This is an optimization exercise on Yosys and OpenROAD, whose aim is small area, a short achievable clock period and few clock cycles, not a production implementation.
The RTL was checked by simulation tests, not by an equivalence proof against the original design.

## flow/design.v (module list and top-level ports; edited modules follow where they fit)
// module AtomRV_mul: 897 lines
// module AtomRV: 368 lines
// module AtomRV_add: 19 lines
module AtomRV
(
    input   wire            clk_i,
    input   wire            rst_i,
    output  wire    [31:0]  imem_addr_o,
    input   wire    [31:0]  imem_data_i,
    output  wire            imem_valid_o,
    input   wire            imem_ack_i,
    output  wire    [31:0]  dmem_addr_o,
    input   wire    [31:0]  dmem_data_i,
    output  reg     [31:0]  dmem_data_o,
    output  reg      [3:0]  dmem_sel_o,
    output  wire            dmem_we_o,
    output  wire            dmem_valid_o,
    input   wire            dmem_ack_i
);
  // ...
==> flow/run.sh <==
#!/bin/bash
# synth_recipe.tcl (not shown) runs the flow's synth.tcl, then flattens the netlist and writes it again
# the make line also repeats each setting of config.mk as NAME=value (left out here)
make -C /OpenROAD-flow-scripts/flow DESIGN_CONFIG=/design/flow/config.mk WORK_HOME=/design/flow/orfs CLKGATE_MAP_FILE= SYNTH_SCRIPT=/design/flow/synth_recipe.tcl finish
==> flow/config.mk <==
export PLATFORM = sky130hd
export DESIGN_NAME = AtomRV
export DESIGN_NICKNAME = AtomRV
export VERILOG_FILES = /design/flow/design.v
export SDC_FILE = /design/flow/constraint.sdc
export NUM_CORES = 8
export LEC_CHECK = 0
export ABC_AREA = 1
export CAP_MARGIN = 20
export CORE_MARGIN = 2
export CORE_UTILIZATION = 55
export SLEW_MARGIN = 20
==> flow/constraint.sdc <==
create_clock -name core_clock -period 180.0 [get_ports {clk_i}]
set_input_delay 36.0000 -clock core_clock [delete_from_list [all_inputs] [get_ports {clk_i}]]
set_output_delay 36.0000 -clock core_clock [all_outputs]
set_load 0.01 [all_outputs]
==> flow_summary_export.csv, run 1 <==
group,metric,value,unit
finish,layout-drive-gt1-share,6.87,%
die,ios,171,
global_routing,grt_usage,45.4,%
critical_path,timing.critical_path.arrival,40840,ps
finish,clkCellAreaFrac,4.91,%
synth,synth_ff_type,"edfxtp_1",
die,die_y,399,µm
die,start_util,55.2,%
clock_tree,ctsLongestPathBuffers,3,
clock_tree,postCtsSetupBuffers,0,
placement,gp_congestion,1.04,
die,die_x,399,µm
synth,synth-edff-count,1201,
timing,maxSlewViolCount,0,
finish,synthToLayoutAreaGrowth,10.6,%
synth,async_flop_share,0,%
timing,final_hold_viol_count,0,
die,fp.dieArea,159000,µm²
timing,final.period_utilization,22.4,%
timing,hold_slack,416,ps
detailed_routing,ant_nets,0,
die,rows,145,
timing,finalSetupViolCount,0,
finish,clkbuf_count,194,
finish,largest_reg_flops,992,
detailed_routing,first_iter_violations,13300,
outcome,status,"complete, no violations",
synth,synth_area,85900,µm²
finish,multi_input_area_share,42.9,%
Testbench counts, summed over its fixed seeds: cycles 46,586.
==> module AtomRV, before the edit <==
module AtomRV
(
    input   wire            clk_i,
    input   wire            rst_i,
    output  wire    [31:0]  imem_addr_o,
    input   wire    [31:0]  imem_data_i,
    output  wire            imem_valid_o,
    input   wire            imem_ack_i,
    output  wire    [31:0]  dmem_addr_o,
    input   wire    [31:0]  dmem_data_i,
    output  reg     [31:0]  dmem_data_o,
    output  reg      [3:0]  dmem_sel_o,
    output  wire            dmem_we_o,
    output  wire            dmem_valid_o,
    input   wire            dmem_ack_i
);
    localparam CB  = 4;
    localparam NCH = 32 / CB;
    localparam CW  = (CB == 8) ? 2 : 3;      
    reg rst_q;
    always @(posedge clk_i) rst_q <= rst_i;
    wire        x_go;         
    wire        x_redirect;   
    wire [29:0] x_target;     
    reg  [29:0] pc_f;         
    reg         ivalid;
    reg         iout;         
    reg         idrop;        
    assign imem_addr_o  = {pc_f, 2'b00};
    assign imem_valid_o = ivalid;
    reg  [31:0] fb;
    reg  [31:0] ir;
    reg         cur_fb;       
    reg         xv;           
    reg         nv;           
    wire [31:0] cur = cur_fb ? fb : ir;
    wire f_accept = imem_ack_i & !idrop & !nv & !x_redirect;
    wire [29:0] pc_inc;
    AtomRV_add #(30) u_pcinc (.x(pc_f), .y(30'd0), .ci(1'b1), .s(pc_inc), .co());
    always @(posedge clk_i) begin
        ivalid <= !rst_i;
        if (rst_q) begin
            iout   <= 1'b0;
            idrop  <= 1'b0;
            pc_f   <= 30'd0;
            xv     <= 1'b0;
            nv     <= 1'b0;
            cur_fb <= 1'b0;
        end else begin
            iout  <= (iout | ivalid) & !imem_ack_i;
            idrop <= !imem_ack_i & (idrop | (x_redirect & (iout | ivalid)));
            if (x_redirect)
                pc_f <= x_target;
            else if (f_accept)
                pc_f <= pc_inc;
            if (xv & !x_go) begin
                cur_fb <= 1'b0;
                nv     <= (nv & !x_redirect) | f_accept;
            end else begin
                xv     <= (nv & !x_redirect) | f_accept;
                cur_fb <= 1'b1;
                nv     <= 1'b0;
            end
        end
        if (!nv)
            fb <= imem_data_i;
        ir <= cur;
    end
    wire [4:0] opc = cur[6:2];
    wire [2:0] f3  = cur[14:12];
    wire [4:0] rd  = cur[11:7];
    wire [4:0] rs1 = cur[19:15];
    wire [4:0] rs2 = cur[24:20];
    wire is_lui   = (opc == 5'b01101);
    wire is_auipc = (opc == 5'b00101);
    wire is_jal   = (opc == 5'b11011);
    wire is_jalr  = (opc == 5'b11001);
    wire is_br    = (opc == 5'b11000);
    wire is_ld    = (opc == 5'b00000);
    wire is_st    = (opc == 5'b01000);
    wire is_opi   = (opc == 5'b00100);
    wire is_op    = (opc == 5'b01100);
    wire is_sys   = (opc == 5'b11100);
    wire is_md    = is_op & cur[25];
    wire is_alu   = (is_op & !cur[25]) | is_opi;
    wire [31:0] imm_i = {{20{cur[31]}}, cur[31:20]};
    wire [31:0] imm_s = {{20{cur[31]}}, cur[31:25], cur[11:7]};
    wire [31:0] imm_b = {{20{cur[31]}}, cur[7], cur[30:25], cur[11:8], 1'b0};
    wire [31:0] imm_u = {cur[31:12], 12'd0};
    wire [31:0] imm_j = {{12{cur[31]}}, cur[19:12], cur[20], cur[30:21], 1'b0};
    wire uses_rs1 = !(is_lui | is_auipc | is_jal | is_sys);
    wire uses_rs2 = is_br | is_st | is_op;
    wire x_wen    = (rd != 5'd0) & !(is_br | is_st);
    reg         m_wen;
    reg  [4:0]  m_rd;
    reg         m_load;
    reg  [2:0]  m_ldf;
    reg  [31:0] m_res;
    reg         dvalid;
    reg         dwe;
    wire [31:0] wr_data;
    wire [31:0] rf [0:31];
    assign rf[0] = 32'd0;
    genvar gi;
    generate
        for (gi = 1; gi < 32; gi = gi + 1) begin : g_rf
            reg [31:0] q;
            always @(posedge clk_i)
                if (m_wen && m_rd == gi)
                    q <= wr_data;
            assign rf[gi] = q;
        end
    endgenerate
    reg [31:0] rf_a, rf_b;
    integer ri;
    always @(*) begin
        rf_a = 32'd0;
        rf_b = 32'd0;
        for (ri = 1; ri < 32; ri = ri + 1) begin
            if (rs1 == ri) rf_a = rf[ri];
            if (rs2 == ri) rf_b = rf[ri];
        end
    end
    wire m_fwd   = m_wen & !m_load;
    wire fwd_a   = m_fwd & (m_rd == rs1);
    wire fwd_b   = m_fwd & (m_rd == rs2);
    wire [31:0] a = fwd_a ? m_res : rf_a;
    wire [31:0] b = fwd_b ? m_res : rf_b;
    wire hazard = m_wen & m_load &
                  ((uses_rs1 & (m_rd == rs1)) | (uses_rs2 & (m_rd == rs2)));
    wire [31:0] opb = (is_op | is_br) ? b : (is_st ? imm_s : imm_i);
    wire is_slt = (f3 == 3'b010) | (f3 == 3'b011);
    wire sub    = is_br | (is_alu & is_slt) | (is_op & (f3 == 3'b000) & cur[30]);
    wire [31:0] sum;
    wire        sum_co;
    AtomRV_add #(32) u_alu (.x(a), .y(sub ? ~opb : opb), .ci(sub), .s(sum), .co(sum_co));
    wire ltu = !sum_co;
    wire lt  = (a[31] ^ opb[31]) ? a[31] : sum[31];
    wire eq  = (sum == 32'd0);
    wire br_cond = f3[0] ^ (f3[2] ? (f3[1] ? ltu : lt) : eq);
    reg          md_busy;
    reg          md_fix;       
    reg  [4:0]   md_cnt;
    reg  [63:0]  md_p;         
    reg  [31:0]  md_dn;        
    reg          md_nq, md_nr;
    wire md_act   = xv & is_md & !hazard;
    wire md_first = !md_busy;
    wire dv_setup = is_md & f3[2];           
    wire        dv_sgn = !f3[0];
    wire        dv_na  = dv_sgn & a[31];
    wire        dv_nd  = dv_sgn & b[31];
    wire [31:0] dv_ua, dv_ud;
    AtomRV_add #(32) u_nega (.x(a ^ {32{dv_na}}), .y(32'd0), .ci(dv_na), .s(dv_ua), .co());
    AtomRV_add #(32) u_negd (.x(b ^ {32{dv_nd}}), .y(32'd0), .ci(dv_nd), .s(dv_ud), .co());
    function [5:0] clz32;
        input [31:0] v;
        reg [15:0] v16;
        reg [7:0]  v8;
        reg [3:0]  v4;
        reg [1:0]  v2;
        reg        z16, z8, z4, z2;
        begin
            z16 = (v[31:16] == 16'd0);
            v16 = z16 ? v[15:0] : v[31:16];
            z8  = (v16[15:8] == 8'd0);
            v8  = z8 ? v16[7:0] : v16[15:8];
            z4  = (v8[7:4] == 4'd0);
            v4  = z4 ? v8[3:0] : v8[7:4];
            z2  = (v4[3:2] == 2'd0);
            v2  = z2 ? v4[1:0] : v4[3:2];
            clz32 = (v == 32'd0) ? 6'd32 : {1'b0, z16, z8, z4, z2, !v2[1]};
        end
    endfunction
    wire [5:0]  dv_za = clz32(dv_ua);
    wire [5:0]  dv_zd = clz32(dv_ud);
    wire [6:0]  dv_j0;
    AtomRV_add #(7) u_j0 (.x({1'b0, dv_zd}), .y(~{1'b0, dv_za}), .ci(1'b1), .s(dv_j0), .co());
    wire        dv_d0 = (b == 32'd0);
    wire        dv_q0 = dv_j0[6];              
    function [31:0] rev32;
        input [31:0] v;
        integer k;
        begin
            for (k = 0; k < 32; k = k + 1) rev32[k] = v[31-k];
        end
    endfunction
    wire        sh_left = !f3[2] | dv_setup;
    wire [31:0] sh_src  = dv_setup ? dv_ud : a;
    wire [4:0]  sh_amt  = dv_setup ? dv_j0[4:0] : opb[4:0];
    wire [31:0] sh_in   = sh_left ? rev32(sh_src) : sh_src;
    wire        sh_fill = cur[30] & !sh_left & a[31];
    wire signed [32:0] sh_sin  = {sh_fill, sh_in};
    wire signed [32:0] sh_wide = sh_sin >>> sh_amt;
    wire [31:0] sh_out  = sh_left ? rev32(sh_wide[31:0]) : sh_wide[31:0];
    reg [31:0] alu_out;
    always @(*) begin
        case (f3)
            3'b000:  alu_out = sum;
            3'b001:  alu_out = sh_out;
            3'b010:  alu_out = {31'd0, lt};
            3'b011:  alu_out = {31'd0, ltu};
            3'b100:  alu_out = a ^ opb;
            3'b101:  alu_out = sh_out;
            3'b110:  alu_out = a | opb;
            default: alu_out = a & opb;
        endcase
    end
    wire [29:0] pc_x, pc_x1;
    AtomRV_add #(30) u_pcdec (.x(pc_f), .y({29'h1FFF_FFFF, !nv}), .ci(1'b0), .s(pc_x), .co());
    AtomRV_add #(30) u_pcx1 (.x(pc_f), .y({30{nv}}), .ci(1'b0), .s(pc_x1), .co());
    wire [31:0] pc_imm = is_auipc ? imm_u : (is_jal ? imm_j : imm_b);
    wire [29:0] pct;
    AtomRV_add #(30) u_pct (.x(pc_x), .y(pc_imm[31:2]), .ci(1'b0), .s(pct), .co());
    wire x_taken = is_jal | is_jalr | (is_br & br_cond);
    assign x_target = is_jalr ? sum[31:2] : pct;
    reg  [63:0] cyc;
    wire [63:0] cyc_inc;
    AtomRV_add #(64) u_cyc (.x(cyc), .y(64'd0), .ci(1'b1), .s(cyc_inc), .co());
    always @(posedge clk_i)
        if (rst_q) cyc <= 64'd1;
        else       cyc <= cyc_inc;
    wire [31:0] csr_val = (cur[31:20] == 12'hC00) ? cyc[31:0] :
                          (cur[31:20] == 12'hC80) ? cyc[63:32] : 32'd0;
    wire        mu_sa = (f3[1:0] != 2'b11) & a[31];
    wire        mu_sb = !f3[1] & b[31];
    wire [32:0] mu_A  = {mu_sa, a};
    wire [32:0] mu_B  = {mu_sb, b};
    wire [NCH-1:0] mu_need;
    assign mu_need[0] = 1'b1;
    genvar gm;
    generate
        for (gm = 1; gm < NCH; gm = gm + 1) begin : g_mk
            assign mu_need[gm] = (mu_B[32:CB*gm] != {(33-CB*gm){1'b0}}) &&
                                 (mu_B[32:CB*gm] != {(33-CB*gm){1'b1}});
        end
    endgenerate
    reg  [CW-1:0] mu_k1;     
    integer mi;
    always @(*) begin
        mu_k1 = {CW{1'b0}};
        for (mi = 1; mi < NCH; mi = mi + 1)
            if (mu_need[mi])
                mu_k1 = mi[CW-1:0];
    end
    wire [CW-1:0] mu_c     = md_first ? mu_k1 : md_cnt[CW-1:0];
    wire [CB-1:0] mu_chunk = b[CB*mu_c +: CB];
    wire [CB:0]   mu_C     = {md_first & mu_sb, mu_chunk};
    wire [63:0]   mu_acc   = md_first ? 64'd0 : {md_p[63-CB:0], {CB{1'b0}}};
    wire [63:0]   mu_p;
    AtomRV_mul u_mul (.A(mu_A), .C(mu_C), .P(mu_acc), .S(mu_p));
    wire          mu_done  = (mu_c == {CW{1'b0}});
    wire [CW-1:0] mu_cn    = mu_c - {{(CW-1){1'b0}}, 1'b1};
    wire [31:0] dv_r0 = md_p[63:32];
    wire [31:0] dv_q  = md_p[31:0];
    wire [31:0] dv_s1;
    wire        dv_b1;                     
    AtomRV_add #(32) u_dv1 (.x(dv_r0), .y(md_dn), .ci(1'b1), .s(dv_s1), .co(dv_b1));
    wire [31:0] dv_r1 = dv_b1 ? dv_s1 : dv_r0;
    wire [31:0] dv_s2;
    wire        dv_b2;
    AtomRV_add #(32) u_dv2 (.x(dv_r1), .y({1'b1, md_dn[31:1]}), .ci(1'b1), .s(dv_s2), .co(dv_b2));
    wire [31:0] dv_r2 = dv_b2 ? dv_s2 : dv_r1;
    wire        dv_one = (md_cnt == 5'd0);                 
    wire [31:0] dv_qn  = dv_one ? {dv_q[30:0], dv_b1} : {dv_q[29:0], dv_b1, dv_b2};
    wire [31:0] dv_rn  = dv_one ? dv_r1 : dv_r2;
    wire        dv_last = (md_cnt[4:1] == 4'd0);
    wire        dv_neg  = f3[1] ? md_nr : md_nq;
    wire [31:0] dv_fx;
    wire [31:0] dv_fsel = f3[1] ? md_p[63:32] : md_p[31:0];
    AtomRV_add #(32) u_dvneg (.x(dv_fsel ^ {32{dv_neg}}), .y(32'd0), .ci(dv_neg), .s(dv_fx), .co());
    reg  [31:0] dv_res;
    reg         dv_done;
    always @(*) begin
        if (md_first) begin
            dv_done = dv_d0 | dv_q0;
            dv_res  = f3[1] ? a : (dv_d0 ? 32'hFFFF_FFFF : 32'd0);
        end else if (md_fix) begin
            dv_done = 1'b1;
            dv_res  = dv_fx;
        end else begin
            dv_done = 1'b0;
            dv_res  = dv_fx;
        end
    end
    wire        md_done = f3[2] ? dv_done : mu_done;
    wire [31:0] md_res  = f3[2] ? dv_res : ((f3[1:0] == 2'b00) ? mu_p[31:0] : mu_p[63:32]);
    wire m_hold = dvalid & !dmem_ack_i;
    always @(posedge clk_i) begin
        if (rst_q) begin
            md_busy <= 1'b0;
            md_fix  <= 1'b0;
        end else begin
            md_busy <= md_act & !md_done & (md_busy | !m_hold);
            md_fix  <= md_act & md_busy & f3[2] & !md_fix & dv_last;
        end
        if (!f3[2]) begin
            md_p   <= mu_p;
            md_cnt <= {{(5-CW){1'b0}}, mu_cn};
        end else if (md_first) begin
            md_p   <= {dv_ua, 32'd0};
            md_dn  <= ~sh_out;
            md_cnt <= dv_j0[4:0];
            md_nq  <= dv_na ^ dv_nd;
            md_nr  <= dv_na;
        end else if (!md_fix) begin
            md_p   <= {dv_rn, dv_qn};
            md_dn  <= {2'b11, md_dn[31:2]};
            md_cnt <= md_cnt - 5'd2;
        end
    end
    wire [31:0] link = {pc_x1, 2'b00};
    reg  [31:0] x_res;
    always @(*) begin
        if (is_lui)                 x_res = imm_u;
        else if (is_auipc)          x_res = {pct, 2'b00};
        else if (is_jal | is_jalr)  x_res = link;
        else if (is_sys)            x_res = csr_val;
        else if (is_md)             x_res = md_res;
        else if (is_ld | is_st)     x_res = sum;
        else                        x_res = alu_out;
    end
    wire x_stall_i = hazard | (is_md & !md_done);
    assign x_go       = xv & !x_stall_i & !m_hold;
    assign x_redirect = x_go & x_taken;
    wire [1:0] sa = sum[1:0];
    wire [3:0] st_sel = f3[1] ? 4'b1111 :
                        f3[0] ? (sa[1] ? 4'b1100 : 4'b0011) :
                        (4'b0001 << sa);
    wire [31:0] st_data = {f3[1] ? b[31:24] : (f3[0] ? b[15:8] : b[7:0]),
                           f3[1] ? b[23:16] : b[7:0],
                           (f3[1] | f3[0]) ? b[15:8] : b[7:0],
                           b[7:0]};
    always @(posedge clk_i) begin
        if (rst_i | rst_q)
            dvalid <= 1'b0;
        else if (x_go)
            dvalid <= is_ld | is_st;
        else if (dmem_ack_i)
            dvalid <= 1'b0;
        if (rst_q)
            m_wen <= 1'b0;
        else if (x_go)
            m_wen <= x_wen;
        else if (!m_hold)
            m_wen <= 1'b0;
        if (!m_hold) begin
            m_rd        <= rd;
            m_load      <= is_ld;
            m_ldf       <= f3;
            m_res       <= x_res;
            dwe         <= is_st;
            dmem_sel_o  <= st_sel;
            dmem_data_o <= st_data;
        end
    end
    assign dmem_addr_o  = {m_res[31:2], 2'b00};
    assign dmem_valid_o = dvalid;
    assign dmem_we_o    = dwe;
    wire [1:0]  la = m_res[1:0];
    wire [7:0]  ld_b = la[1] ? (la[0] ? dmem_data_i[31:24] : dmem_data_i[23:16])
                             : (la[0] ? dmem_data_i[15:8]  : dmem_data_i[7:0]);
    wire [15:0] ld_h = la[1] ? dmem_data_i[31:16] : dmem_data_i[15:0];
    wire [31:0] ld_data = m_ldf[1] ? dmem_data_i :
                          m_ldf[0] ? {{16{!m_ldf[2] & ld_h[15]}}, ld_h} :
                                     {{24{!m_ldf[2] & ld_b[7]}}, ld_b};
    assign wr_data = m_load ? ld_data : m_res;
endmodule
==> inputs of run 2 (changes only) <==
--- a/flow/design.v
+++ b/flow/design.v
@@ -1125,6 +1125,7 @@
     wire        mu_sb = !f3[1] & b[31];
-    wire [32:0] mu_A  = {mu_sa, a};
-    wire [32:0] mu_B  = {mu_sb, b};
-    wire [NCH-1:0] mu_need;
-    assign mu_need[0] = 1'b1;
+    wire [32:0] mu_X  = {mu_sa, a};
+    wire [32:0] mu_Y  = {mu_sb, b};
+    wire [NCH-1:0] mu_nx, mu_ny;
+    assign mu_nx[0] = 1'b1;
+    assign mu_ny[0] = 1'b1;
     genvar gm;
@@ -1132,17 +1133,26 @@
         for (gm = 1; gm < NCH; gm = gm + 1) begin : g_mk
-            assign mu_need[gm] = (mu_B[32:CB*gm] != {(33-CB*gm){1'b0}}) &&
-                                 (mu_B[32:CB*gm] != {(33-CB*gm){1'b1}});
+            assign mu_nx[gm] = (mu_X[32:CB*gm] != {(33-CB*gm){1'b0}}) &&
+                               (mu_X[32:CB*gm] != {(33-CB*gm){1'b1}});
+            assign mu_ny[gm] = (mu_Y[32:CB*gm] != {(33-CB*gm){1'b0}}) &&
+                               (mu_Y[32:CB*gm] != {(33-CB*gm){1'b1}});
         end
     endgenerate
-    reg  [CW-1:0] mu_k1;     
+    reg  [CW-1:0] mu_kx, mu_ky;     
     integer mi;
     always @(*) begin
-        mu_k1 = {CW{1'b0}};
-        for (mi = 1; mi < NCH; mi = mi + 1)
-            if (mu_need[mi])
-                mu_k1 = mi[CW-1:0];
+        mu_kx = {CW{1'b0}};
+        mu_ky = {CW{1'b0}};
+        for (mi = 1; mi < NCH; mi = mi + 1) begin
+            if (mu_nx[mi]) mu_kx = mi[CW-1:0];
+            if (mu_ny[mi]) mu_ky = mi[CW-1:0];
+        end
     end
+    reg           md_swap;
+    wire          mu_swap  = md_first ? (mu_kx < mu_ky) : md_swap;
+    wire [32:0]   mu_A     = mu_swap ? mu_Y : mu_X;
+    wire [32:0]   mu_B     = mu_swap ? mu_X : mu_Y;
+    wire [CW-1:0] mu_k1    = mu_swap ? mu_kx : mu_ky;
     wire [CW-1:0] mu_c     = md_first ? mu_k1 : md_cnt[CW-1:0];
-    wire [CB-1:0] mu_chunk = b[CB*mu_c +: CB];
-    wire [CB:0]   mu_C     = {md_first & mu_sb, mu_chunk};
+    wire [CB-1:0] mu_chunk = mu_B[CB*mu_c +: CB];
+    wire [CB:0]   mu_C     = {md_first & mu_B[32], mu_chunk};
     wire [63:0]   mu_acc   = md_first ? 64'd0 : {md_p[63-CB:0], {CB{1'b0}}};
@@ -1198,2 +1208,3 @@
             md_cnt <= {{(5-CW){1'b0}}, mu_cn};
+            md_swap <= mu_swap;
         end else if (md_first) begin
==> flow/flow/run.sh (new file) <==
#!/bin/bash
# Own layout flow: the standard ORFS flow (standard.sh) with two changes:
#  - synthesis maps logic with an area-oriented ABC script (flow/abc_map.script)
#    instead of ORFS's; everything else in synth_recipe.tcl is unchanged, so the
#    registers are the standard synthesis's;
#  - the port buffers that global placement inserts are buf_2 cells;
#  - timing repair aims for 142 ns of setup slack (at the design's 180 ns
#    clock, with its input and output delays), so that it sizes and buffers
#    the paths that set the achieved period; the constraints are unchanged.
# Every tool writes its full log under orfs/logs (ORFS) or ./*.log here.
set -euo pipefail
W=$(pwd)
ABC_SCRIPT="$W/flow/abc_map.script"
{
  echo "proc abc {args} {"
  echo "  set i [lsearch \$args -script]"
  echo "  set args [lreplace \$args [expr {\$i + 1}] [expr {\$i + 1}] {$ABC_SCRIPT}]"
  echo "  puts \"own flow: abc \$args\""
  echo "  yosys abc {*}\$args"
  echo "}"
  cat "$W/synth_recipe.tcl"
} > "$W/own_synth.tcl"
sed -e "s#SYNTH_SCRIPT=[^ ]*#SYNTH_SCRIPT=$W/own_synth.tcl 'BUFFER_PORTS_ARGS=-buffer_cell sky130_fd_sc_hd__buf_2' SETUP_SLACK_MARGIN=142#" \
    "$W/standard.sh" > "$W/own_standard.sh"
grep -q own_synth.tcl "$W/own_standard.sh"
bash "$W/own_standard.sh" > "$W/own_flow.log" 2>&1
==> flow/flow/abc_map.script (new file) <==
&get -n
&st
&dch
&nf -R 1000
&put
==> flow/standard.sh (new file) <==
#!/bin/bash
# synth_recipe.tcl (not shown) runs the flow's synth.tcl, then flattens the netlist and writes it again
# the make line also repeats each setting of config.mk as NAME=value (left out here)
make -C /OpenROAD-flow-scripts/flow DESIGN_CONFIG=/design/flow/config.mk WORK_HOME=/design/flow/orfs CLKGATE_MAP_FILE= SYNTH_SCRIPT=/design/flow/synth_recipe.tcl "${@:-finish}"
--- a/flow/config.mk
+++ b/flow/config.mk
@@ -7,6 +7,5 @@
 export LEC_CHECK = 0
-export ABC_AREA = 1
 export CAP_MARGIN = 20
 export CORE_MARGIN = 2
-export CORE_UTILIZATION = 55
+export CORE_UTILIZATION = 40
 export SLEW_MARGIN = 20
removed: flow/run.sh
==> run 2 against run 1 <==
Net effect:
- die area grew 25%
- sequential share of layout area grew 1.2 points
- via count shrank 14%
- sequential cell count up 1
- largest cell class unchanged
==> flow_summary_export.csv, run 2 <==
group,metric,value,unit
outcome,status,"complete, no violations",
timing,final.period_utilization,21.1,%
critical_path,crit_path_max_incr_delay,880,ps
timing,final_hold_viol_count,0,
synth,yosys.area.top_type,"edfxtp_1",
timing,rsz0062_at_grt,"yes",
critical_path,cp-startpoint,"m_res[11]$_SDFFCE_PP0N_",
global_routing,antenna_found_initial,24,
finish,fin_cells,10700,
global_routing,grt_usage,32.8,%
synth,yosysUniqueCellTypes,58,
clock_tree,cts.htree.levels,4,
detailed_routing,via_count,67000,
global_routing,grt_pass1_vias,64500,
critical_path,cp_num_buf_inv,1,
run,drv_cap,0,
global_routing,grt_pass1_wl,473,mm
finish,layout_commonest_cell,"nand2_1",
timing,maxSlewViolCount,0,
synth,ys_ff_latch,1339,
critical_path,crit_required,144000,ps
synth,synth_area_leaders,"edfxtp_1, fa_1, nand2_1, a221o_1, ha_1",
global_routing,grt_max_degree,89,
detailed_routing,dr.pass1.iters,8,
finish,top_regs,"g_rf.q (992), cyc (64), md_p (64)",
clock_tree,ctsLongestPathBuffers,3,
timing,finalSetupViolCount,0,
die,rows,162,
placement,port_buffers,164,
synth,yosysMostFrequentCell,"nand2_1",
die,start_util,40.3,%
clock_tree,cts_tree,"yes",
finish,fillers,18100,
detailed_routing,first_iter_violations,7891,
clock_tree,cts.sinks,1339,
critical_path,crit_type,"reg -> out",
critical_path,reg2reg_slack,142780,ps
placement,dp_hpwl,241,mm
worst_hold_path,hold_path.startpoint,"cyc[0]$_SDFF_PP1_",
finish,regMostFlops,"g_rf.q",
die,die_y,447,µm
detailed_routing,ant_nets,0,
placement,place_inst,10300,
critical_path,regToRegStartpoint,"cur_fb$_SDFF_PP0_",
detailed_routing,routed_wl,333,mm
timing,tns,0,ps
clock_tree,clockRootBuffer,"clkbuf_16",
clock_tree,clk_latency,850,ps
synth,synth-edff-count,1202,
finish,final_cell_mix,"nand2_1, edfxtp_1, o21ai_0",
synth,yosysWarnings,1,
timing,fin_skew,74.5,ps
critical_path,slowest_stage,"edfxtp_1",
detailed_routing,wl_per_cell,31.2,µm
finish,largest_reg_flops,992,
finish,layout-drive-gt1-share,13.2,%
finish,final_nets,8592,
critical_path,crit_path_end_kind,"primary output",
synth,synth_ff_type,"edfxtp_1",
synth,synth_top_area_share,46.0,%
clock_tree,cts_made_buffers,152,
timing,hold_slack,430,ps
timing,tightest_slew,1280,ps
synth,syn_inst,7203,
synth,yosysSeqAreaShare,49.5,%
synth,async_flop_share,0,%
clock_tree,cts-hold-fix-buffers,0,
timing,clock.fmax,0.0263,GHz
synth,yosys-top-cells-count,"nand2_1, edfxtp_1, o21ai_0",
synth,syn_area_per_cell,10.9,µm²
synth,synth_area,78500,µm²
finish,regArea,38800,µm²
global_routing,grt_overflow,0,
die,fp.dieArea,200000,µm²
detailed_routing,drcViolationCount,0,
critical_path,timing.critical_path.arrival,1970,ps
clock_tree,cts.clk_slew.worst_paths,70,ps
timing,relSlewSlack,13.4,%
die,core,195000,µm²
critical_path,cpLargestDelayFamily,"flip-flops",
placement,gp_congestion,1.05,
critical_path,critPathMaxFanout,4,
die,die_x,447,µm
detailed_routing,vias_per_cell,6.28,
critical_path,start_kind,"flip-flop",
worst_hold_path,hold_class,"reg -> reg",
critical_path,path_cells,"buf_2",
die,ios,171,
finish,multi_input_area,39800,µm²
timing,period_needed,37970,ps
finish,synthToLayoutAreaGrowth,17.7,%
==> run 2: changes by cell type after synthesis, moves of 102 or more <==
cell | before | now
nand2_1 | 2800 | 1353
inv_1 | 1224 | 0
nor2_1 | 1161 | 430
a221o_1 | 10 | 502
clkinv_1 | 13 | 399
clkbuf_1 | 358 | 0
nand3_1 | 533 | 193
nand4_1 | 410 | 139
a21oi_1 | 384 | 515
nor2b_1 | 0 | 112
a221oi_1 | 20 | 124
o21ai_0 | 453 | 555
==> run 2: metal layers <==
metal	track usage [%]	vias to the layer above	wire, µm
met3	6.06	973	26500
li1	-	29000	-
met2	52.0	3629	153000
met4	23.5	12	28300
met1	40.1	33300	125000
met5	0	-	68
==> run 2: path summary, 6_finish.rpt <==
check	end	cells past startpoint
max	dmem_addr_o[11]	1
max reg2reg	m_res[31]$_DFFE_PN_	118
min	cyc[0]$_SDFF_PP1_	1
min reg2reg	cyc[0]$_SDFF_PP1_	1
==> run 2: logic make-up after synthesis <==
group,synth area share (%)
xor+xnor,1.62
simple gates,13.8
compound gates,18.0
mux,1.92
fa+ha+maj,13.3
other cells,0.00478
buf+inv,1.95
flops,49.5
==> run 2: what timing repair did <==
item	in CTS	in global routing
setup endpoints to repair	15	38
pin swaps	10	7
resized for setup	93	38
buffers inserted	39	12
gates cloned	5	2
endpoints found under the hold margin	0	0
==> run 2: metrics by stage <==
| step | setup slack, ps | area, µm² | utilization (%) |
|---|---|---|---|
| final | 142030 | 92500 | 47.4 |
| after global routing | 141840 | 92400 | 47.4 |
| after CTS | 142020 | 92100 | 47.2 |
| after detailed placement | 138420 | 86300 | 44.3 |
| after global placement | 138520 | 86300 | 44.2 |
| after floorplan | 141850 | 79000 | - |
==> run 2: layout make-up <==
cell class	instances	area share, %
antenna	19	0.0514
clock buffer	191	4.32
clock inverter	83	1.06
inverter	399	1.71
multi-input combinational	5466	43.1
sequential	1339	42.0
tap	2624	3.55
timing repair buffer	534	4.21
Testbench counts of run 2, summed over its fixed seeds: cycles 45,160.
==> inputs of run 3 (changes only) <==
--- a/flow/design.v
+++ b/flow/design.v
@@ -1179,3 +1179,3 @@
     wire [31:0] dv_fsel = f3[1] ? md_p[63:32] : md_p[31:0];
-    AtomRV_add #(32) u_dvneg (.x(dv_fsel ^ {32{dv_neg}}), .y(32'd0), .ci(dv_neg), .s(dv_fx), .co());
+    AtomRV_add #(32) u_dvneg (.x(~dv_fsel), .y(32'd0), .ci(1'b1), .s(dv_fx), .co());
     reg  [31:0] dv_res;
@@ -1190,4 +1190,4 @@
         end else begin
-            dv_done = 1'b0;
-            dv_res  = dv_fx;
+            dv_done = dv_last & !dv_neg;
+            dv_res  = f3[1] ? dv_rn : dv_qn;
         end
@@ -1203,3 +1203,3 @@
             md_busy <= md_act & !md_done & (md_busy | !m_hold);
-            md_fix  <= md_act & md_busy & f3[2] & !md_fix & dv_last;
+            md_fix  <= md_act & md_busy & f3[2] & !md_fix & dv_last & dv_neg;
         end
--- a/flow/flow/run.sh
+++ b/flow/flow/run.sh
@@ -1,3 +1,3 @@
 #!/bin/bash
-# Own layout flow: the standard ORFS flow (standard.sh) with two changes:
+# Own layout flow: the standard ORFS flow (standard.sh) with these changes:
 #  - synthesis maps logic with an area-oriented ABC script (flow/abc_map.script)
--- a/flow/config.mk
+++ b/flow/config.mk
@@ -9,3 +9,3 @@
 export CORE_MARGIN = 2
-export CORE_UTILIZATION = 40
+export CORE_UTILIZATION = 55
 export SLEW_MARGIN = 20
==> run 3 against run 2 <==
Net effect:
- still clean
- global-route usage up 10 points
- fmax about the same
- first-iteration DRC count up 12%
==> flow_summary_export.csv, run 3 <==
group,metric,value,unit
synth,ys_ff_latch,1339,
finish,layout_commonest_cell,"nand2_1",
critical_path,crit_path_end_kind,"primary output",
die,die_y,382,µm
synth,yosysMostFrequentCell,"nand2_1",
timing,clock.fmax,0.0263,GHz
finish,final_cell_mix,"nand2_1, edfxtp_1, o21ai_0",
clock_tree,clk_latency,800,ps
critical_path,slowest_stage,"edfxtp_1",
synth,synth_area,78800,µm²
detailed_routing,drt-met1-wl,113,mm
die,core,142000,µm²
placement,placed_cell_area,85300,µm²
synth,yosys-top-cells-count,"nand2_1, edfxtp_1, o21ai_0",
detailed_routing,top_layer,"met5",
placement,gp_congestion,1.07,
critical_path,regToRegStartpoint,"cur_fb$_SDFF_PP0_",
synth,synth_compound_area_share,18.4,%
detailed_routing,ant_nets,0,
synth,synthAdderAreaFrac,13.2,%
die,rows,138,
die,start_util,55.5,%
synth,yosysUniqueCellTypes,58,
synth,yosys.area_share.xor_xnor,1.26,%
critical_path,path_cells,"buf_2",
finish,synthToLayoutAreaGrowth,15.6,%
placement,place_inst,9393,
synth,synth_ff_type,"edfxtp_1",
detailed_routing,dr.pass1.iters,7,
finish,final_nets,8405,
die,die_x,382,µm
timing,tns,0,ps
detailed_routing,via_count,67400,
clock_tree,ctsLongestPathBuffers,3,
clock_tree,cts_tree,"yes",
critical_path,cpLargestDelayFamily,"flip-flops",
global_routing,grt_overflow,0,
synth,yosys.area.top_type,"edfxtp_1",
detailed_routing,dr_wl_met3,35.4,mm
global_routing,grt_pass1_wl,454,mm
critical_path,crit_required,144000,ps
critical_path,timing.critical_path.arrival,1990,ps
critical_path,start_kind,"flip-flop",
timing,tightest_slew,1240,ps
critical_path,cp_num_buf_inv,1,
timing,period_needed,37990,ps
synth,synth-simple-area-share,12.9,%
detailed_routing,drcViolationCount,0,
global_routing,grt_usage,42.7,%
timing,final_hold_viol_count,0,
synth,syn_area_per_cell,11.1,µm²
outcome,status,"complete, no violations",
synth,synth_top_family_by_area,"compound AO/OA/AOI/OAI gates",
critical_path,critPathMaxFanout,4,
timing,relSlewSlack,17.6,%
global_routing,grt_pass1_vias,64700,
synth,async_flop_share,0,%
critical_path,crit_type,"reg -> out",
die,fp.dieArea,146000,µm²
synth,synth_area_leaders,"edfxtp_1, fa_1, a221o_1, nand2_1, ha_1",
finish,largest_reg_flops,992,
timing,maxSlewViolCount,0,
run,drv_cap,0,
detailed_routing,first_iter_violations,8839,
die,ios,171,
timing,hold_slack,444,ps
worst_hold_path,hold_class,"reg -> reg",
synth,synthMuxAreaShare,3.01,%
clock_tree,cts.htree.levels,4,
synth,yosysSeqAreaShare,49.3,%
critical_path,crit_path_max_incr_delay,920,ps
finish,fillers,11300,
detailed_routing,wl_met2,143,mm
timing,final.period_utilization,21.1,%
detailed_routing,routed_wl,317,mm
timing,finalSetupViolCount,0,
finish,regMostFlops,"g_rf.q",
synth,syn_inst,7078,
finish,layout-drive-gt1-share,12.7,%
synth,yosysWarnings,1,
clock_tree,clockRootBuffer,"clkbuf_16",
timing,setup_slack,142010,ps
worst_hold_path,hold_path.startpoint,"cyc[0]$_SDFF_PP1_",
clock_tree,cts_made_buffers,144,
timing,fin_skew,52.2,ps
placement,port_buffers,164,
global_routing,grt_max_degree,135,
clock_tree,cts.sinks,1339,
placement,dp_hpwl,222,mm
finish,fin_cells,9726,
finish,post-route-util,64.1,%
synth,synth-edff-count,1202,
global_routing,antenna_found_initial,23,
timing,rsz0062_at_grt,"yes",
clock_tree,cts.clk_slew.worst_paths,60,ps
detailed_routing,wl_per_cell,32.6,µm
finish,top_regs,"g_rf.q (992), cyc (64), md_p (64)",
detailed_routing,vias_per_cell,6.93,
placement,dp_slack,138950,ps
finish,final_cell_area,91000,µm²
critical_path,cp-startpoint,"m_res[18]$_DFFE_PN_",
synth,synth_top_area_share,45.8,%
run 3: cell count changes after synthesis, moves of 29 or more:
| cell | delta |
|---|---|
| nor2_1 | -42 |
| a221o_1 | -29 |
| a211oi_1 | +45 |
| a21oi_1 | -126 |
| a22o_1 | +30 |
| nand2_1 | -138 |
| mux2i_1 | +107 |
| a221oi_1 | +58 |
run 3: cell type report:
class                   instances  area (µm²)  share of cell area, %
clock inverters                84         841                  0.924
multi-input cells            5349       40200                   44.1
flip-flops and latches       1339       38800                   42.7
repair buffers                478        3460                   3.80
well taps                    1890        2360                   2.60
diodes                         17        42.5                 0.0467
inverters                     394        1550                   1.70
clock buffers                 175        3770                   4.14
run 3: logic make-up after synthesis:
| logic type | after synthesis |
|---|---|
| compound gates | 2062 |
| buf+inv | 398 |
| flops | 1339 |
| simple gates | 2308 |
| mux | 226 |
| fa+ha+maj | 631 |
| other cells | 1 |
| xor+xnor | 113 |
run 3: worst paths after layout:
kind	to	slack [ps]	cells past startpoint
setup reg to reg	m_res[30]$_DFFE_PN_	142860	124
hold reg to reg	cyc[0]$_SDFF_PP1_	440	1
setup / recovery	dmem_addr_o[18]	142010	1
hold / removal	cyc[0]$_SDFF_PP1_	440	1
run 3: routing by layer:
layer	vias up	track usage, %
li1	28700	-
met1	33100	52.1
met2	4392	65.4
met3	1092	11.8
met4	12	31.1
met5	-	0
run 3: repair_timing:
item                       CTS  global route
gates resized for setup     66            65
buffers inserted            19            29
gates cloned                 6             2
setup endpoints to repair   16           103
pin swaps                    7            21
hold buffers                 0             0
Testbench counts of run 3, summed over its fixed seeds: cycles 44,881.
==> inputs of run 4 (changes only) <==
--- a/flow/design.v
+++ b/flow/design.v
@@ -1042,3 +1042,3 @@
     reg  [4:0]   md_cnt;
-    reg  [63:0]  md_p;         
+    wire [63:0]  md_p;         
     reg  [31:0]  md_dn;        
@@ -1206,3 +1206,2 @@
         if (!f3[2]) begin
-            md_p   <= mu_p;
             md_cnt <= {{(5-CW){1'b0}}, mu_cn};
@@ -1210,3 +1209,2 @@
         end else if (md_first) begin
-            md_p   <= {dv_ua, 32'd0};
             md_dn  <= ~sh_out;
@@ -1216,3 +1214,2 @@
         end else if (!md_fix) begin
-            md_p   <= {dv_rn, dv_qn};
             md_dn  <= {2'b11, md_dn[31:2]};
@@ -1221,2 +1218,13 @@
     end
+    reg  [63:0] md_pn;
+    always @(*) begin
+        if (!f3[2])
+            md_pn = mu_p;
+        else if (md_first)
+            md_pn = {dv_ua, 32'd0};
+        else if (!md_fix)
+            md_pn = {dv_rn, dv_qn};
+        else
+            md_pn = md_p;
+    end
     wire [31:0] link = {pc_x1, 2'b00};
@@ -1260,6 +1268,6 @@
             m_ldf       <= f3;
-            m_res       <= x_res;
+            m_res       <= (is_md & !x_go) ? md_pn[63:32] : x_res;
             dwe         <= is_st;
             dmem_sel_o  <= st_sel;
-            dmem_data_o <= st_data;
+            dmem_data_o <= is_md ? md_pn[31:0] : st_data;
         end
@@ -1267,2 +1275,3 @@
     assign dmem_addr_o  = {m_res[31:2], 2'b00};
+    assign md_p         = {m_res, dmem_data_o};
     assign dmem_valid_o = dvalid;
--- a/flow/config.mk
+++ b/flow/config.mk
@@ -10,2 +10,4 @@
 export CORE_UTILIZATION = 55
+export CTS_CLUSTER_DIAMETER = 80
+export CTS_CLUSTER_SIZE = 28
 export SLEW_MARGIN = 20
==> run 4 against run 3 <==
Net effect:
- cell count decreased by 7.3%
- critical endpoint is now dmem_addr_o[16]
- final area fell by 5.2%
- non-clock buffer count up 82
- clock-buffer cell count shrank 100
- fmax is essentially flat
- still clean on timing, DRC and antenna
- synthesized cell count down 7.4%
- die area decreased by 3.4%
- setup slack worse by 30 ps
- critical path type unchanged
- sequential share of layout area up 0.096 points
==> flow_summary_export.csv, run 4 <==
group,metric,value,unit
placement,dp_hpwl,236,mm
critical_path,crit_type,"reg -> out",
synth,synth-edff-count,1138,
finish,final_nets,7846,
synth,yosysUniqueCellTypes,58,
detailed_routing,wl_per_cell,36.4,µm
timing,period_needed,38020,ps
timing,relSlewSlack,8.78,%
timing,final_hold_viol_count,0,
synth,syn_inst,6551,
synth,yosys-top-cells-count,"edfxtp_1, a221o_1, nand2_1",
placement,port_buffers,164,
global_routing,grt_overflow,0,
critical_path,crit_required,144000,ps
synth,synth_area_leaders,"edfxtp_1, a221o_1, fa_1, ha_1, dfxtp_1",
synth,yosys.area.top_type,"edfxtp_1",
clock_tree,clockRootBuffer,"clkbuf_16",
outcome,status,"complete, no violations",
synth,synthAdderAreaFrac,13.5,%
timing,tns,0,ps
finish,layout-drive-gt1-share,13.1,%
finish,largest_reg_flops,992,
die,core,137000,µm²
global_routing,grt_pass1_vias,62200,
finish,regMostFlops,"g_rf.q",
synth,synth_compound_area_share,22.3,%
clock_tree,clk_latency,770,ps
die,ios,171,
die,fp.dieArea,141000,µm²
die,start_util,55.4,%
synth,yosys.area_share.xor_xnor,1.32,%
finish,final_cell_area,86300,µm²
synth,yosysMostFrequentCell,"edfxtp_1",
critical_path,crit_path_end_kind,"primary output",
detailed_routing,vias_per_cell,7.31,
critical_path,timing.critical_path.arrival,2020,ps
detailed_routing,ant_nets,0,
finish,synthToLayoutAreaGrowth,13.5,%
timing,tightest_slew,1370,ps
detailed_routing,first_iter_violations,9716,
synth,synth_area,76100,µm²
global_routing,grt_pass1_wl,460,mm
synth,synth_ff_type,"edfxtp_1",
clock_tree,cts.sinks,1275,
timing,final.period_utilization,21.1,%
synth,yosysWarnings,1,
timing,finalSetupViolCount,0,
worst_hold_path,hold_class,"reg -> reg",
run,drv_cap,0,
finish,top_regs,"g_rf.q (992), cyc (64)",
detailed_routing,via_count,65900,
placement,gp_congestion,1.16,
synth,synthMuxAreaShare,2.85,%
global_routing,grt_max_degree,80,
critical_path,crit_path_max_incr_delay,960,ps
critical_path,slowest_stage,"edfxtp_1",
clock_tree,cts.clk_slew.worst_paths,110,ps
placement,placed_cell_area,82300,µm²
synth,synth-simple-area-share,9.22,%
finish,final_cell_mix,"edfxtp_1, a221o_1, nand2_1",
timing,fin_skew,57.5,ps
synth,syn_area_per_cell,11.6,µm²
timing,rsz0062_at_grt,"no",
synth,ys_ff_latch,1275,
detailed_routing,dr.pass1.iters,14,
die,rows,136,
clock_tree,cts_tree,"yes",
finish,post-route-util,62.9,%
global_routing,antenna_found_initial,33,
global_routing,grt_usage,45.6,%
clock_tree,cts-hold-fix-buffers,0,
synth,synth_top_family_by_area,"compound AO/OA/AOI/OAI gates",
finish,layout_commonest_cell,"edfxtp_1",
timing,clock.fmax,0.0263,GHz
die,die_x,376,µm
clock_tree,ctsLongestPathBuffers,3,
timing,hold_slack,433,ps
clock_tree,cts.htree.levels,3,
clock_tree,cts_made_buffers,72,
timing,maxSlewViolCount,0,
synth,yosysSeqAreaShare,48.5,%
critical_path,cpLargestDelayFamily,"flip-flops",
synth,synth_top_area_share,44.9,%
critical_path,cp_num_buf_inv,1,
die,die_y,376,µm
detailed_routing,drcViolationCount,0,
critical_path,start_kind,"flip-flop",
critical_path,path_cells,"buf_2",
critical_path,critPathMaxFanout,7,
synth,async_flop_share,0,%
detailed_routing,routed_wl,328,mm
run 4: cell families (layout without fill, tap and decap cells):
group,Yosys count,count (layout)
AO/OA/AOI/OAI,2277,2280
XOR/XNOR,115,115
adder cells (fa/ha/maj),622,622
buffers and inverters,426,1073
flip-flops,1275,1275
multiplexers,214,214
other,1,23
AND/OR/NAND/NOR,1621,1621
run 4: metrics by stage:
step / worst slack (ps) / cells
global placement: 141240 / 8779
floorplan: 141270 / 6554
detailed placement: 140880 / 8781
finish: 141980 / 9017
CTS: 142060 / 8904
global route: 141880 / 8998
run 4: area by class of cell:
cell class / count / area, µm²
clock buffer: 75 / 1820
sequential: 1275 / 36900
fill: 11000 / 51000
multi-input combinational: 4856 / 39000
clock inverter: 46 / 732
timing repair buffer: 560 / 4070
tap: 1794 / 2240
inverter: 392 / 1520
antenna: 19 / 47.5
run 4: routing by layer:
metal	vias to the layer above	track usage (%)	part of all wire (%)
li1	27300	-	-
met1	32500	53.9	34
met2	4751	69.3	44
met5	-	0.617	0.088
met3	1383	15.2	12
met4	24	34.0	9.7
run 4: path summary, 6_finish.rpt:
check	slack (ps)	start	cells past startpoint	to
setup / recovery	141980	m_res[16]$_DFFE_PP_	1	dmem_addr_o[16]
hold / removal	430	cyc[0]$_SDFF_PP1_	1	cyc[0]$_SDFF_PP1_
setup reg to reg	143150	cur_fb$_SDFF_PP0_	121	m_res[31]$_DFFE_PP_
hold reg to reg	430	cyc[0]$_SDFF_PP1_	1	cyc[0]$_SDFF_PP1_
run 4: what timing repair did:
action | CTS | global route
pin swaps | 0 | 8
buffers inserted | 1 | 81
gates resized for setup | 24 | 85
setup endpoints to repair | 4 | 6
gates cloned | 1 | 8
Testbench counts of run 4, summed over its fixed seeds: cycles 44,881.
==> inputs of run 5 (changes only) <==
--- a/flow/design.v
+++ b/flow/design.v
@@ -935,3 +935,5 @@
     wire [31:0] cur = cur_fb ? fb : ir;
-    wire f_accept = imem_ack_i & !idrop & !nv & !x_redirect;
+    wire        md_hold_fb;
+    wire [31:0] md_dn_next;
+    wire f_accept = imem_ack_i & !idrop & !nv & !x_redirect & !md_hold_fb;
     wire [29:0] pc_inc;
@@ -939,4 +941,4 @@
     always @(posedge clk_i) begin
-        ivalid <= !rst_i;
-        if (rst_q) begin
+        ivalid <= 1'b1;
+        if (rst_i) begin
             iout   <= 1'b0;
@@ -964,3 +966,3 @@
         if (!nv)
-            fb <= imem_data_i;
+            fb <= md_hold_fb ? md_dn_next : imem_data_i;
         ir <= cur;
@@ -1043,3 +1045,3 @@
     wire [63:0]  md_p;         
-    reg  [31:0]  md_dn;        
+    wire [31:0]  md_dn = fb;   
     reg          md_nq, md_nr;
@@ -1209,3 +1211,2 @@
         end else if (md_first) begin
-            md_dn  <= ~sh_out;
             md_cnt <= dv_j0[4:0];
@@ -1214,3 +1215,2 @@
         end else if (!md_fix) begin
-            md_dn  <= {2'b11, md_dn[31:2]};
             md_cnt <= md_cnt - 5'd2;
@@ -1241,2 +1241,4 @@
     wire x_stall_i = hazard | (is_md & !md_done);
+    assign md_hold_fb = xv & is_md & (hazard | !md_done);
+    assign md_dn_next = md_first ? ~sh_out : {2'b11, md_dn[31:2]};
     assign x_go       = xv & !x_stall_i & !m_hold;
@@ -1268,3 +1270,3 @@
             m_ldf       <= f3;
-            m_res       <= (is_md & !x_go) ? md_pn[63:32] : x_res;
+            m_res       <= (is_md & !md_done) ? md_pn[63:32] : x_res;
             dwe         <= is_st;
--- a/flow/flow/run.sh
+++ b/flow/flow/run.sh
@@ -6,3 +6,3 @@
 #  - the port buffers that global placement inserts are buf_2 cells;
-#  - timing repair aims for 142 ns of setup slack (at the design's 180 ns
+#  - timing repair aims for 142.5 ns of setup slack (at the design's 180 ns
 #    clock, with its input and output delays), so that it sizes and buffers
@@ -22,3 +22,3 @@
 } > "$W/own_synth.tcl"
-sed -e "s#SYNTH_SCRIPT=[^ ]*#SYNTH_SCRIPT=$W/own_synth.tcl 'BUFFER_PORTS_ARGS=-buffer_cell sky130_fd_sc_hd__buf_2' SETUP_SLACK_MARGIN=142#" \
+sed -e "s#SYNTH_SCRIPT=[^ ]*#SYNTH_SCRIPT=$W/own_synth.tcl 'BUFFER_PORTS_ARGS=-buffer_cell sky130_fd_sc_hd__buf_2' SETUP_SLACK_MARGIN=142.5#" \
     "$W/standard.sh" > "$W/own_standard.sh"
==> run 5 against run 4 <==
Net effect:
- clock skew increased by 29 ps
- core utilization decreased by 0.53 points
- area after synthesis decreased by 0.60%
- first-iteration DRC count increased by 16%
- fmax increased by 1.3%
- sequential cell count decreased by 32
- critical path depth unchanged
- register-to-register slack improved by 300 ps
- clock-buffer cell count increased by 2
- critical endpoint is now dmem_addr_o[29]
==> flow_summary_export.csv, run 5 <==
group,metric,value,unit
timing,fin_skew,86.0,ps
synth,yosysUniqueCellTypes,59,
die,fp.dieArea,140000,µm²
global_routing,grt_pass1_wl,489,mm
die,ios,171,
synth,ys_ff_latch,1243,
clock_tree,clk_latency,780,ps
placement,placed_cell_area,82000,µm²
timing,tightest_slew,1350,ps
detailed_routing,drcViolationCount,0,
critical_path,crit_type,"reg -> out",
detailed_routing,wl_per_cell,39.4,µm
clock_tree,cts.htree.levels,3,
synth,async_flop_share,0,%
finish,final_cell_mix,"edfxtp_1, a221o_1, nand2_1",
synth,yosys-top-cells-count,"edfxtp_1, a221o_1, nand2_1",
synth,synth_ff_type,"edfxtp_1",
global_routing,grt_usage,49.4,%
detailed_routing,vias_per_cell,7.56,
critical_path,cpLargestDelayFamily,"flip-flops",
clock_tree,ctsLongestPathBuffers,3,
critical_path,slowest_stage,"edfxtp_1",
clock_tree,cts.clk_slew.worst_paths,90,ps
timing,tns,0,ps
finish,final_nets,7789,
global_routing,antenna_found_initial,12,
detailed_routing,first_iter_violations,11300,
placement,dp_hpwl,243,mm
critical_path,crit_path_max_incr_delay,530,ps
synth,syn_area_per_cell,11.6,µm²
critical_path,path_cells,"buf_2",
die,rows,136,
timing,finalSetupViolCount,0,
finish,final_cell_area,85400,µm²
synth,synth_area,75600,µm²
timing,maxSlewViolCount,0,
timing,hold_slack,429,ps
clock_tree,cts_tree,"yes",
timing,rsz0062_at_grt,"yes",
timing,period_needed,37530,ps
die,start_util,55.2,%
synth,synth_area_leaders,"edfxtp_1, a221o_1, fa_1, ha_1, dfxtp_1",
finish,top_regs,"g_rf.q (992), cyc (64)",
clock_tree,cts_made_buffers,74,
finish,post-route-util,62.3,%
die,die_y,375,µm
finish,largest_reg_flops,992,
critical_path,cp_num_buf_inv,1,
outcome,status,"complete, no violations",
synth,synth-edff-count,1108,
worst_hold_path,hold_class,"reg -> reg",
detailed_routing,ant_nets,0,
clock_tree,cts.sinks,1243,
die,core,137000,µm²
finish,layout_commonest_cell,"edfxtp_1",
critical_path,timing.critical_path.arrival,1530,ps
global_routing,grt_pass1_vias,64100,
critical_path,critPathMaxFanout,2,
global_routing,grt_overflow,0,
timing,final.period_utilization,20.9,%
clock_tree,clockRootBuffer,"clkbuf_16",
synth,yosys.area.top_type,"edfxtp_1",
placement,gp_congestion,1.12,
finish,synthToLayoutAreaGrowth,12.9,%
synth,yosysMostFrequentCell,"edfxtp_1",
detailed_routing,dr.pass1.iters,9,
critical_path,crit_path_end_kind,"primary output",
synth,yosysSeqAreaShare,47.6,%
placement,port_buffers,165,
timing,clock.fmax,0.0266,GHz
critical_path,start_kind,"flip-flop",
timing,final_hold_viol_count,0,
global_routing,grt_max_degree,104,
detailed_routing,routed_wl,353,mm
die,die_x,375,µm
finish,regMostFlops,"g_rf.q",
finish,layout-drive-gt1-share,12.8,%
critical_path,reg2reg_slack,143450,ps
synth,yosysWarnings,1,
synth,syn_inst,6548,
timing,relSlewSlack,9.81,%
critical_path,crit_required,144000,ps
detailed_routing,via_count,67700,
synth,synth_top_area_share,44.0,%
run,drv_cap,0,
run 5: cell count changes in the layout (fill, tap and decap cells not counted), moves of 31 or more:
cell and delta:
buf_4 -52, o21ai_0 -50, a221o_1 +49, nor2_1 +45
a21oi_1 -37, fa_1 -34, fa_2 +32, xor2_1 +31
run 5: cells by family after synthesis:
kind of cell | share of synthesized area, %
flip-flops | 47.6
buffers and inverters | 2.23
multiplexers | 3.09
AO/OA/AOI/OAI | 22.8
other | 0.00993
AND/OR/NAND/NOR | 9.42
XOR/XNOR | 1.34
adder cells (fa/ha/maj) | 13.6
run 5: final timing paths:
check                                         start                   to  cells past startpoint
worst max-delay path            m_res[29]$_DFFE_PP_      dmem_addr_o[29]                      1
worst min-delay path              cyc[0]$_SDFF_PP1_    cyc[0]$_SDFF_PP1_                      1
worst max register to register     fb[15]$_DFFE_PN_  m_res[31]$_DFFE_PP_                    125
worst min register to register    cyc[0]$_SDFF_PP1_    cyc[0]$_SDFF_PP1_                      1
run 5: timing repair:
item / CTS / global route
setup buffers: 32 / 12
setup endpoints to repair: 245 / 167
hold buffers: 0 / 0
pin swaps: 0 / 1
gates resized for setup: 15 / 45
gates cloned: 0 / 4
endpoints found under the hold margin: 0 / 0
run 5: cell type report:
type	count	area [µm²]
clock inverters	48	752
fillers	11000	51600
well taps	1794	2240
diodes	14	35.0
flip-flops and latches	1243	36000
repair buffers	504	3510
clock buffers	77	1870
inverters	380	1470
multi-input cells	4897	39500
run 5: through the flow:
step                      cells  worst slack [ps]
final                      8957            142470
after global routing       8943            142400
after CTS                  8922            142440
after detailed placement   8765            141230
after global placement     8759            141270
after floorplan            6551            141740
run 5: metal layers:
metal	up-vias	global-route usage (%)	wire (µm)
met5	-	0.652	160
met4	14	45.6	40500
met3	1728	16.5	46200
met2	5882	72.0	151000
met1	32900	57.4	116000
li1	27300	-	-
Testbench counts of run 5, summed over its fixed seeds: cycles 44,833.
==> inputs of run 6 (changes only) <==
--- a/flow/design.v
+++ b/flow/design.v
@@ -937,3 +937,4 @@
     wire [31:0] md_dn_next;
-    wire f_accept = imem_ack_i & !idrop & !nv & !x_redirect & !md_hold_fb;
+    wire        jmp_hold;
+    wire f_accept = imem_ack_i & !idrop & !nv & !x_redirect & !md_hold_fb & !jmp_hold;
     wire [29:0] pc_inc;
@@ -1109,5 +1110,5 @@
     end
-    wire [29:0] pc_x, pc_x1;
+    wire [29:0] pc_x;
     AtomRV_add #(30) u_pcdec (.x(pc_f), .y({29'h1FFF_FFFF, !nv}), .ci(1'b0), .s(pc_x), .co());
-    AtomRV_add #(30) u_pcx1 (.x(pc_f), .y({30{nv}}), .ci(1'b0), .s(pc_x1), .co());
+    assign jmp_hold = xv & (is_jal | is_jalr);
     wire [31:0] pc_imm = is_auipc ? imm_u : (is_jal ? imm_j : imm_b);
@@ -1229,3 +1230,3 @@
     end
-    wire [31:0] link = {pc_x1, 2'b00};
+    wire [31:0] link = {pc_f, 2'b00};      
     reg  [31:0] x_res;
==> run 6 against run 5 <==
Net effect:
- critical endpoint is now g_rf[1].q[24]$_DFFE_PP_
- largest cell class unchanged
- global-route usage increased by 2.8 points
- non-clock buffer count rose by 102
- sequential share of layout area down 0.26 points
- synthesized cell count down 0.52%
- cell count rose by 0.95%
- highest routed layer unchanged
- area after synthesis shrank 0.96%
- core utilization rose by 1.1 points
- via count increased by 3.1%
- critical path depth is 5 higher
==> flow_summary_export.csv, run 6 <==
group,metric,value,unit
outcome,status,"complete, no violations",
critical_path,reg2reg_slack,143540,ps
synth,synth_top_area_share,44.4,%
finish,final_cell_area,85900,µm²
critical_path,start_kind,"input pin",
critical_path,path_cells,"buf_2 -> mux2i_1 -> nor3_1 -> a21oi_1 -> a211o_4 -> a31oi_2",
synth,syn_area_per_cell,11.5,µm²
synth,yosysWarnings,1,
synth,syn_inst,6514,
timing,clock.fmax,0.0265,GHz
finish,fillers,10800,
critical_path,path_depth,6,
finish,largest_reg_flops,992,
die,ios,171,
critical_path,reg2reg_depth,121,
detailed_routing,wl_per_cell,41.1,µm
synth,yosysUniqueCellTypes,61,
global_routing,antenna_found_initial,59,
clock_tree,cts.clk_slew.worst_paths,110,ps
critical_path,rr_endpoint,"m_res[31]$_DFFE_PP_",
synth,synth_ff_type,"edfxtp_1",
global_routing,grt_pass1_wl,512,mm
clock_tree,clk_latency,780,ps
die,fp.dieArea,139000,µm²
finish,final_cell_mix,"edfxtp_1, a221o_1, nand2_1",
synth,synth_area_leaders,"edfxtp_1, a221o_1, fa_1, ha_1, dfxtp_1",
detailed_routing,dr.pass1.iters,7,
critical_path,timing.critical_path.arrival,38100,ps
worst_hold_path,hold_class,"reg -> reg",
finish,final_nets,7835,
timing,fin_skew,66.1,ps
synth,yosysSeqAreaShare,48.0,%
timing,period_needed,37670,ps
detailed_routing,drcViolationCount,0,
placement,port_buffers,165,
detailed_routing,routed_wl,371,mm
placement,placed_cell_area,81200,µm²
finish,layout_commonest_cell,"edfxtp_1",
clock_tree,cts_tree,"yes",
finish,regMostFlops,"g_rf.q",
critical_path,cp_num_buf_inv,1,
critical_path,cpLargestDelayFamily,"compound AO/OA/AOI/OAI gates",
placement,dp_hpwl,253,mm
critical_path,critPathMaxFanout,24,
critical_path,regToRegStartpoint,"fb[22]$_DFFE_PN_",
die,die_y,373,µm
die,core,135000,µm²
run,drv_cap,0,
synth,async_flop_share,0,%
clock_tree,cts.htree.levels,3,
clock_tree,ctsLongestPathBuffers,3,
timing,relSlewSlack,12.7,%
critical_path,crit_type,"in -> reg",
timing,tns,0,ps
finish,layout-drive-gt1-share,13.9,%
synth,yosys-top-cells-count,"edfxtp_1, a221o_1, nand2_1",
synth,synth_area,74900,µm²
finish,top_regs,"g_rf.q (992), cyc (64)",
timing,rsz0062_at_grt,"yes",
global_routing,grt_max_degree,68,
timing,final.period_utilization,20.9,%
synth,synth-edff-count,1108,
placement,gp_congestion,1.11,
global_routing,grt_overflow,0,
timing,finalSetupViolCount,0,
clock_tree,clockRootBuffer,"clkbuf_16",
die,start_util,55.4,%
critical_path,crit_path_max_incr_delay,940,ps
critical_path,crit_path_end_kind,"flip-flop",
detailed_routing,via_count,69800,
timing,hold_slack,435,ps
detailed_routing,ant_nets,0,
global_routing,grt_usage,52.2,%
synth,ys_ff_latch,1243,
synth,yosysMostFrequentCell,"edfxtp_1",
finish,synthToLayoutAreaGrowth,14.7,%
detailed_routing,first_iter_violations,12200,
clock_tree,cts_made_buffers,72,
critical_path,cp-startpoint,"dmem_data_i[23]",
global_routing,grt_pass1_vias,65100,
detailed_routing,vias_per_cell,7.72,
die,rows,135,
clock_tree,cts.sinks,1243,
critical_path,crit_required,180430,ps
critical_path,crit_path_end,"g_rf[1].q[24]$_DFFE_PP_",
die,die_x,373,µm
critical_path,slowest_stage,"a31oi_2",
timing,final_hold_viol_count,0,
synth,yosys.area.top_type,"edfxtp_1",
timing,maxSlewViolCount,0,
timing,tightest_slew,1300,ps
==> run 6: cell type report <==
class / instances / area [µm²] / area share [%]
Multi-Input combinational cell: 4872 / 38900 / 45.3
Antenna cell: 43 / 108 / 0.125
Timing Repair Buffer: 606 / 4660 / 5.43
Clock buffer: 75 / 1810 / 2.11
Sequential cell: 1243 / 36000 / 41.9
Tap cell: 1781 / 2230 / 2.59
Inverter: 380 / 1500 / 1.74
Clock inverter: 42 / 726 / 0.845
==> run 6: through the flow <==
stage	worst slack, ps	cells	util [%]
6_report	142330	9042	63.5
5_1_grt	142250	9008	63.4
4_1_cts	142170	8917	62.5
3_5_place_dp	140340	8734	60.0
3_3_place_gp	140530	8731	59.9
2_1_floorplan	139600	6517	-
==> run 6: layer usage <==
| metal | vias up | track usage (%) | wire [µm] |
|---|---|---|---|
| met3 | 2006 | 20.5 | 54200 |
| li1 | 27400 | - | - |
| met5 | - | 0.559 | 376 |
| met4 | 42 | 46.0 | 44500 |
| met1 | 33700 | 60.0 | 118000 |
| met2 | 6619 | 75.5 | 154000 |
==> run 6: repair_timing <==
action,CTS,global route
hold endpoints to repair,0,0
endpoints found under the setup margin,264,341
pin swaps,7,15
resized for setup,51,104
hold buffers,0,0
buffers inserted,57,66
cloned,9,9
==> run 6: worst register-to-register path, delay by kind of cell, from the launching register on <==
kind | cells | cell delay [ps]
adders and majority gates | 59 | 22860
muxes | 1 | 130
xor gates and xnor gates | 1 | 250
and+or+nand+nor | 9 | 1360
DFF | 1 | 600
buffers and inverters | 15 | 2600
AOI/OAI and AO/OA | 36 | 8450
==> run 6: how the worst min path moves through the flow <==
stage	startpoint	to	slack (ps)	cells past startpoint
final	cyc[0]$_SDFF_PP1_	cyc[0]$_SDFF_PP1_	430	1
after global routing	cyc[0]$_SDFF_PP1_	cyc[0]$_SDFF_PP1_	470	1
after CTS	cyc[0]$_SDFF_PP1_	cyc[0]$_SDFF_PP1_	440	1
after detailed placement	cyc[0]$_SDFF_PP1_	cyc[0]$_SDFF_PP1_	410	1
after global placement	cyc[0]$_SDFF_PP1_	cyc[0]$_SDFF_PP1_	400	1
after floorplan	cyc[0]$_SDFF_PP1_	cyc[0]$_SDFF_PP1_	390	1
==> run 6: cells by family (layout without fill, tap and decap cells) <==
kind of cell / count (synthesis) / in the layout / synth area share, %
AO/OA/AOI/OAI: 2316 / 2326 / 23.3
AND/OR/NAND/NOR: 1637 / 1639 / 9.54
flip-flops: 1243 / 1243 / 48.0
adder cells (fa/ha/maj): 593 / 593 / 12.9
buffers and inverters: 415 / 1103 / 2.26
multiplexers: 193 / 194 / 2.62
XOR/XNOR: 115 / 115 / 1.34
other: 2 / 48 / 0.0100
Testbench counts of run 6, summed over its fixed seeds: cycles 44,833.

-- re-timing with driven ports --
The flow's constraints put no driver on any port. The routed layouts listed below were extracted and timed again, unchanged, in two steps. Step 1 (the two cells are an assumption about what drives the block):
set clk [get_ports {clk_i}]
set_driving_cell -lib_cell sky130_fd_sc_hd__clkbuf_16 $clk
set_driving_cell -lib_cell sky130_fd_sc_hd__buf_2 [delete_from_list [all_inputs] $clk]
Step 2 also shifts input and output timing later by t, the mid clock arrival at the registers, as if the neighbouring blocks saw the same clock. Slacks: no drivers / after step 1 / after step 2; pairs: no drivers / after step 1.
run | t (ns) | setup slack, ns | latest minus earliest clock arrival (ns)
run 1 | 0.910 | 139.732 / 139.732 / 139.732 | 0.057 / 0.057
run 2 | 0.899 | 142.033 / 141.942 / 141.339 | 0.075 / 0.075
run 3 | 0.863 | 142.012 / 141.927 / 141.329 | 0.053 / 0.053
run 4 | 0.830 | 141.982 / 141.896 / 141.287 | 0.057 / 0.058
run 5 | 0.826 | 142.468 / 142.379 / 141.779 | 0.086 / 0.086
run 6 | 0.834 | 142.328 / 142.271 / 141.437 | 0.066 / 0.066
After both steps setup and hold are still met in every run listed. For run 6, which loses most, drivers alone change the setup slack by -0.057 ns; drivers and shift together by -0.891 ns.
